From an optimization exercise on the open Yosys and OpenROAD flow, aimed at small area, a short achievable clock period and few clock cycles per item; shortcuts taken in it are not production practice.

==> build 48 <==
## expression_solver
module expression_solver
(
    input clk,
    input rst,
    input start,
    input [7:0] X,
    input [15:0] A,
    input [15:0] B,
    input [15:0] C,
    output [15:0] result,
    output zero,
    output overflow,
    output completed
);
    reg busy;          
    reg done;          
    reg [15:0] S0, S1;
    always @(posedge clk or posedge rst)
    begin
        if (rst) begin
            busy <= 1'b0;
            done <= 1'b0;
        end else begin
            if (start) busy <= 1'b1;
            done <= busy;
        end
    end
    wire [15:0] p, g;
    ha ha_0 (S0[0], S1[0], p[0], g[0]);
    ha ha_1 (S0[1], S1[1], p[1], g[1]);
    ha ha_2 (S0[2], S1[2], p[2], g[2]);
    ha ha_3 (S0[3], S1[3], p[3], g[3]);
    ha ha_4 (S0[4], S1[4], p[4], g[4]);
    ha ha_5 (S0[5], S1[5], p[5], g[5]);
    ha ha_6 (S0[6], S1[6], p[6], g[6]);
    ha ha_7 (S0[7], S1[7], p[7], g[7]);
    ha ha_8 (S0[8], S1[8], p[8], g[8]);
    ha ha_9 (S0[9], S1[9], p[9], g[9]);
    ha ha_10 (S0[10], S1[10], p[10], g[10]);
    ha ha_11 (S0[11], S1[11], p[11], g[11]);
    ha ha_12 (S0[12], S1[12], p[12], g[12]);
    ha ha_13 (S0[13], S1[13], p[13], g[13]);
    ha ha_14 (S0[14], S1[14], p[14], g[14]);
    ha ha_15 (S0[15], S1[15], p[15], g[15]);
    wire [15:0] G0 = {g[15:1], g[0] | p[0]};
    wire [15:0] P0 = {p[15:1], 1'b0};
    wire [15:0] G1 = {G0[15:1] | (P0[15:1] & G0[14:0]), G0[0:0]};
    wire [15:0] P1 = {P0[15:1] & P0[14:0], P0[0:0]};
    wire [15:0] G2 = {G1[15:2] | (P1[15:2] & G1[13:0]), G1[1:0]};
    wire [15:0] P2 = {P1[15:2] & P1[13:0], P1[1:0]};
    wire [15:0] G3 = {G2[15:4] | (P2[15:4] & G2[11:0]), G2[3:0]};
    wire [15:0] P3 = {P2[15:4] & P2[11:0], P2[3:0]};
    wire [15:0] G4 = {G3[15:8] | (P3[15:8] & G3[7:0]), G3[7:0]};
    wire [15:0] P4 = {P3[15:8] & P3[7:0], P3[7:0]};
    wire [15:0] T = p ^ ~{G4[14:0], 1'b1};
    wire [15:0] m = busy ? T : A;
    wire [7:0] x = done ? 8'd1 : X;
    wire [15:0] kn = ~(done ? 16'd0 : busy ? C : B);
    wire pp_0_0 = ~(x[0] & m[0]);
    wire pp_0_1 = ~(x[0] & m[1]);
    wire pp_0_2 = ~(x[0] & m[2]);
    wire pp_0_3 = ~(x[0] & m[3]);
    wire pp_0_4 = ~(x[0] & m[4]);
  ...
==> flow/config.mk <==
export PLATFORM = sky130hd
export DESIGN_NAME = expression_solver
export DESIGN_NICKNAME = expression_solver
export VERILOG_FILES = /design/flow/design.v
export SDC_FILE = /design/flow/constraint.sdc
export NUM_CORES = 4
export LEC_CHECK = 0
export CAP_MARGIN = 20
export CORE_MARGIN = 2
export CORE_UTILIZATION = 40
export SETUP_SLACK_MARGIN = 5
export SLEW_MARGIN = 20
export SYNTH_HIERARCHICAL = 1
export SYNTH_MINIMUM_KEEP_SIZE = 0
==> flow/constraint.sdc <==
create_clock -name core_clock -period 11.0 [get_ports {clk}]
set_input_delay 2.2000 -clock core_clock [delete_from_list [all_inputs] [get_ports {clk}]]
set_output_delay 2.2000 -clock core_clock [all_outputs]
set_load 0.01 [all_outputs]
standard.sh (not shown) runs the stock make flow with config.mk's settings and CLKGATE_MAP_FILE= SYNTH_SCRIPT=/design/flow/synth_recipe.tcl, a recipe that flattens the netlist after the stock synthesis.
==> flow/flow/run.sh <==
#!/bin/bash
# The standard layout, with the port buffers made from the smallest buffer
# (buf_1) instead of the delay buffer buffer_ports picks by default; the
# resizer still upsizes them where timing, slew or load ask for it.
set -euo pipefail
export BUFFER_PORTS_ARGS="-buffer_cell sky130_fd_sc_hd__buf_1"
bash standard.sh > standard_finish.log 2>&1
==> build 75: changes against build 48 <==
--- a/flow/design.v
+++ b/flow/design.v
@@ -18,56 +18,29 @@
     output [15:0] result,
     output zero,
     output overflow,
     output completed
 );
     reg busy;          
     reg done;          
-    reg [15:0] S0, S1;
+    reg [15:0] T;
+    reg Z;             
     always @(posedge clk or posedge rst)
     begin
         if (rst) begin
             busy <= 1'b0;
             done <= 1'b0;
         end else begin
             if (start) busy <= 1'b1;
             done <= busy;
         end
     end
-    wire [15:0] p, g;
-    ha ha_0 (S0[0], S1[0], p[0], g[0]);
-    ha ha_1 (S0[1], S1[1], p[1], g[1]);
-    ha ha_2 (S0[2], S1[2], p[2], g[2]);
-    ha ha_3 (S0[3], S1[3], p[3], g[3]);
-    ha ha_4 (S0[4], S1[4], p[4], g[4]);
-    ha ha_5 (S0[5], S1[5], p[5], g[5]);
-    ha ha_6 (S0[6], S1[6], p[6], g[6]);
-    ha ha_7 (S0[7], S1[7], p[7], g[7]);
-    ha ha_8 (S0[8], S1[8], p[8], g[8]);
-    ha ha_9 (S0[9], S1[9], p[9], g[9]);
-    ha ha_10 (S0[10], S1[10], p[10], g[10]);
-    ha ha_11 (S0[11], S1[11], p[11], g[11]);
-    ha ha_12 (S0[12], S1[12], p[12], g[12]);
-    ha ha_13 (S0[13], S1[13], p[13], g[13]);
-    ha ha_14 (S0[14], S1[14], p[14], g[14]);
-    ha ha_15 (S0[15], S1[15], p[15], g[15]);
-    wire [15:0] G0 = {g[15:1], g[0] | p[0]};
-    wire [15:0] P0 = {p[15:1], 1'b0};
-    wire [15:0] G1 = {G0[15:1] | (P0[15:1] & G0[14:0]), G0[0:0]};
-    wire [15:0] P1 = {P0[15:1] & P0[14:0], P0[0:0]};
-    wire [15:0] G2 = {G1[15:2] | (P1[15:2] & G1[13:0]), G1[1:0]};
-    wire [15:0] P2 = {P1[15:2] & P1[13:0], P1[1:0]};
-    wire [15:0] G3 = {G2[15:4] | (P2[15:4] & G2[11:0]), G2[3:0]};
-    wire [15:0] P3 = {P2[15:4] & P2[11:0], P2[3:0]};
-    wire [15:0] G4 = {G3[15:8] | (P3[15:8] & G3[7:0]), G3[7:0]};
-    wire [15:0] P4 = {P3[15:8] & P3[7:0], P3[7:0]};
-    wire [15:0] T = p ^ ~{G4[14:0], 1'b1};
     wire [15:0] m = busy ? T : A;
-    wire [7:0] x = done ? 8'd1 : X;
-    wire [15:0] kn = ~(done ? 16'd0 : busy ? C : B);
+    wire [7:0] x = X;
+    wire [15:0] kn = ~(busy ? C : B);
     wire pp_0_0 = ~(x[0] & m[0]);
     wire pp_0_1 = ~(x[0] & m[1]);
     wire pp_0_2 = ~(x[0] & m[2]);
     wire pp_0_3 = ~(x[0] & m[3]);
     wire pp_0_4 = ~(x[0] & m[4]);
     wire pp_0_5 = ~(x[0] & m[5]);
     wire pp_0_6 = ~(x[0] & m[6]);
@@ -330,17 +303,46 @@
     fa fa_s163 (s101, c132, s133, s163, c164);
     wire s165, c166;
     fa fa_s165 (s105, c134, s135, s165, c166);
     wire s167, c168;
     fa fa_s167 (s109, c136, s137, s167, c168);
     wire [15:0] n0 = {c166, c164, c162, c160, c158, c156, c154, c152, c150, c148, c146, c144, c142, c140, s139, pp_0_0};
     wire [15:0] n1 = {s167, s165, s163, s161, s159, s157, s155, s153, s151, s149, s147, h145, h143, h141, 1'b1, kn[0]};
+    wire [15:0] p, g;
+    ha ha_0 (n0[0], n1[0], p[0], g[0]);
+    ha ha_1 (n0[1], n1[1], p[1], g[1]);
+    ha ha_2 (n0[2], n1[2], p[2], g[2]);
+    ha ha_3 (n0[3], n1[3], p[3], g[3]);
+    ha ha_4 (n0[4], n1[4], p[4], g[4]);
+    ha ha_5 (n0[5], n1[5], p[5], g[5]);
+    ha ha_6 (n0[6], n1[6], p[6], g[6]);
+    ha ha_7 (n0[7], n1[7], p[7], g[7]);
+    ha ha_8 (n0[8], n1[8], p[8], g[8]);
+    ha ha_9 (n0[9], n1[9], p[9], g[9]);
+    ha ha_10 (n0[10], n1[10], p[10], g[10]);
+    ha ha_11 (n0[11], n1[11], p[11], g[11]);
+    ha ha_12 (n0[12], n1[12], p[12], g[12]);
+    ha ha_13 (n0[13], n1[13], p[13], g[13]);
+    ha ha_14 (n0[14], n1[14], p[14], g[14]);
+    ha ha_15 (n0[15], n1[15], p[15], g[15]);
+    wire [15:0] G0 = {g[15:1], g[0] | p[0]};
+    wire [15:0] P0 = {p[15:1], 1'b0};
+    wire [15:0] G1 = {G0[15:1] | (P0[15:1] & G0[14:0]), G0[0:0]};
+    wire [15:0] P1 = {P0[15:1] & P0[14:0], P0[0:0]};
+    wire [15:0] G2 = {G1[15:2] | (P1[15:2] & G1[13:0]), G1[1:0]};
+    wire [15:0] P2 = {P1[15:2] & P1[13:0], P1[1:0]};
+    wire [15:0] G3 = {G2[15:4] | (P2[15:4] & G2[11:0]), G2[3:0]};
+    wire [15:0] P3 = {P2[15:4] & P2[11:0], P2[3:0]};
+    wire [15:0] G4 = {G3[15:8] | (P3[15:8] & G3[7:0]), G3[7:0]};
+    wire [15:0] P4 = {P3[15:8] & P3[7:0], P3[7:0]};
+    wire [15:0] y = p ^ ~{G4[14:0], 1'b1};
+    wire yz = ~p[0] & (&(p[15:1] ^ g[14:0]));
+    assign result = done ? T : y;
+    assign zero = done ? Z : yz;
     always @(posedge clk)
     begin
-        S0 <= n0;
-        S1 <= n1;
+        T <= result;
+        Z <= zero;
     end
-    assign result = T;
-    assign zero = ~|T;
-    assign completed = done;
+    assign completed = busy;
     assign overflow = 1'b0;
 endmodule
--- a/flow/config.mk
+++ b/flow/config.mk
@@ -4,11 +4,11 @@
 export VERILOG_FILES = /design/flow/design.v
 export SDC_FILE = /design/flow/constraint.sdc
 export NUM_CORES = 4
 export LEC_CHECK = 0
 export CAP_MARGIN = 20
 export CORE_MARGIN = 2
 export CORE_UTILIZATION = 40
-export SETUP_SLACK_MARGIN = 5
+export SETUP_SLACK_MARGIN = 2
 export SLEW_MARGIN = 20
 export SYNTH_HIERARCHICAL = 1
 export SYNTH_MINIMUM_KEEP_SIZE = 0
==> build 6: changes against build 48 <==
--- a/flow/design.v
+++ b/flow/design.v
@@ -18,56 +18,28 @@
     output [15:0] result,
     output zero,
     output overflow,
     output completed
 );
     reg busy;          
     reg done;          
-    reg [15:0] S0, S1;
+    reg [15:0] T;
     always @(posedge clk or posedge rst)
     begin
         if (rst) begin
             busy <= 1'b0;
             done <= 1'b0;
         end else begin
             if (start) busy <= 1'b1;
             done <= busy;
         end
     end
-    wire [15:0] p, g;
-    ha ha_0 (S0[0], S1[0], p[0], g[0]);
-    ha ha_1 (S0[1], S1[1], p[1], g[1]);
-    ha ha_2 (S0[2], S1[2], p[2], g[2]);
-    ha ha_3 (S0[3], S1[3], p[3], g[3]);
-    ha ha_4 (S0[4], S1[4], p[4], g[4]);
-    ha ha_5 (S0[5], S1[5], p[5], g[5]);
-    ha ha_6 (S0[6], S1[6], p[6], g[6]);
-    ha ha_7 (S0[7], S1[7], p[7], g[7]);
-    ha ha_8 (S0[8], S1[8], p[8], g[8]);
-    ha ha_9 (S0[9], S1[9], p[9], g[9]);
-    ha ha_10 (S0[10], S1[10], p[10], g[10]);
-    ha ha_11 (S0[11], S1[11], p[11], g[11]);
-    ha ha_12 (S0[12], S1[12], p[12], g[12]);
-    ha ha_13 (S0[13], S1[13], p[13], g[13]);
-    ha ha_14 (S0[14], S1[14], p[14], g[14]);
-    ha ha_15 (S0[15], S1[15], p[15], g[15]);
-    wire [15:0] G0 = {g[15:1], g[0] | p[0]};
-    wire [15:0] P0 = {p[15:1], 1'b0};
-    wire [15:0] G1 = {G0[15:1] | (P0[15:1] & G0[14:0]), G0[0:0]};
-    wire [15:0] P1 = {P0[15:1] & P0[14:0], P0[0:0]};
-    wire [15:0] G2 = {G1[15:2] | (P1[15:2] & G1[13:0]), G1[1:0]};
-    wire [15:0] P2 = {P1[15:2] & P1[13:0], P1[1:0]};
-    wire [15:0] G3 = {G2[15:4] | (P2[15:4] & G2[11:0]), G2[3:0]};
-    wire [15:0] P3 = {P2[15:4] & P2[11:0], P2[3:0]};
-    wire [15:0] G4 = {G3[15:8] | (P3[15:8] & G3[7:0]), G3[7:0]};
-    wire [15:0] P4 = {P3[15:8] & P3[7:0], P3[7:0]};
-    wire [15:0] T = p ^ ~{G4[14:0], 1'b1};
     wire [15:0] m = busy ? T : A;
-    wire [7:0] x = done ? 8'd1 : X;
-    wire [15:0] kn = ~(done ? 16'd0 : busy ? C : B);
+    wire [7:0] x = X;
+    wire [15:0] kn = ~(busy ? C : B);
     wire pp_0_0 = ~(x[0] & m[0]);
     wire pp_0_1 = ~(x[0] & m[1]);
     wire pp_0_2 = ~(x[0] & m[2]);
     wire pp_0_3 = ~(x[0] & m[3]);
     wire pp_0_4 = ~(x[0] & m[4]);
     wire pp_0_5 = ~(x[0] & m[5]);
     wire pp_0_6 = ~(x[0] & m[6]);
@@ -330,17 +302,44 @@
     fa fa_s163 (s101, c132, s133, s163, c164);
     wire s165, c166;
     fa fa_s165 (s105, c134, s135, s165, c166);
     wire s167, c168;
     fa fa_s167 (s109, c136, s137, s167, c168);
     wire [15:0] n0 = {c166, c164, c162, c160, c158, c156, c154, c152, c150, c148, c146, c144, c142, c140, s139, pp_0_0};
     wire [15:0] n1 = {s167, s165, s163, s161, s159, s157, s155, s153, s151, s149, s147, h145, h143, h141, 1'b1, kn[0]};
+    wire [15:0] p, g;
+    ha ha_0 (n0[0], n1[0], p[0], g[0]);
+    ha ha_1 (n0[1], n1[1], p[1], g[1]);
+    ha ha_2 (n0[2], n1[2], p[2], g[2]);
+    ha ha_3 (n0[3], n1[3], p[3], g[3]);
+    ha ha_4 (n0[4], n1[4], p[4], g[4]);
+    ha ha_5 (n0[5], n1[5], p[5], g[5]);
+    ha ha_6 (n0[6], n1[6], p[6], g[6]);
+    ha ha_7 (n0[7], n1[7], p[7], g[7]);
+    ha ha_8 (n0[8], n1[8], p[8], g[8]);
+    ha ha_9 (n0[9], n1[9], p[9], g[9]);
+    ha ha_10 (n0[10], n1[10], p[10], g[10]);
+    ha ha_11 (n0[11], n1[11], p[11], g[11]);
+    ha ha_12 (n0[12], n1[12], p[12], g[12]);
+    ha ha_13 (n0[13], n1[13], p[13], g[13]);
+    ha ha_14 (n0[14], n1[14], p[14], g[14]);
+    ha ha_15 (n0[15], n1[15], p[15], g[15]);
+    wire [15:0] G0 = {g[15:1], g[0] | p[0]};
+    wire [15:0] P0 = {p[15:1], 1'b0};
+    wire [15:0] G1 = {G0[15:1] | (P0[15:1] & G0[14:0]), G0[0:0]};
+    wire [15:0] P1 = {P0[15:1] & P0[14:0], P0[0:0]};
+    wire [15:0] G2 = {G1[15:2] | (P1[15:2] & G1[13:0]), G1[1:0]};
+    wire [15:0] P2 = {P1[15:2] & P1[13:0], P1[1:0]};
+    wire [15:0] G3 = {G2[15:4] | (P2[15:4] & G2[11:0]), G2[3:0]};
+    wire [15:0] P3 = {P2[15:4] & P2[11:0], P2[3:0]};
+    wire [15:0] G4 = {G3[15:8] | (P3[15:8] & G3[7:0]), G3[7:0]};
+    wire [15:0] P4 = {P3[15:8] & P3[7:0], P3[7:0]};
+    wire [15:0] y = p ^ ~{G4[14:0], 1'b1};
     always @(posedge clk)
     begin
-        S0 <= n0;
-        S1 <= n1;
+        if (!done) T <= y;
     end
     assign result = T;
     assign zero = ~|T;
     assign completed = done;
     assign overflow = 1'b0;
 endmodule
==> summary of the runs <==
- Cell count, highest first: build 48, build 75, build 6.
- Non-clock buffer count is the same in build 48 and build 6.
- Build 48 ran to the end with no violations. Build 75 finished with timing, DRC and antenna clean. Build 6 completed without violations.
- Critical path depth: build 48 < build 6 < build 75.
- Flip-flop and latch count, highest first: build 48, build 75, build 6.
- The lowest synthesized cell count belongs to build 6, the highest to build 48.
Function was not checked in any run of this note: the RTL went through the layout flow alone.

[what the ideal ports hide]
The results above use ideal ports. As a check the final layouts listed here were re-extracted and re-timed, cells and wires unchanged. Step 1 assumes that a clkbuf_16 drives the clock port and a buf_2 every other input. Step 2 times the ports against the registers' clock, not the clock port: input delays grow and output delays shrink by t, the midpoint of the rising clock arrivals with the driver on. a / b / c = no drivers / after step 1 / after step 2; a / b = the first two.
| run | t (ns) | slack for setup (ns) | worst setup path after step 2 | clock arrival spread, ns | worst register clock-pin slew, ns |
|---|---|---|---|---|---|
| build 48 | 0.301 | 5.321 / 5.289 / 5.473 | input to register | 0.008 / 0.007 | 0.07 / 0.07 |
| build 75 | 0.287 | 2.316 / 2.292 / 2.292 | input to output | 0.004 / 0.004 | 0.08 / 0.08 |
| build 6 | 0.272 | 5.104 / 5.102 / 4.831 | input to register | 0.003 / 0.003 | 0.07 / 0.07 |
After both steps every run listed still meets setup and hold. For build 6, which loses most, drivers alone change the setup slack by -0.002 ns; drivers and shift together by -0.273 ns.
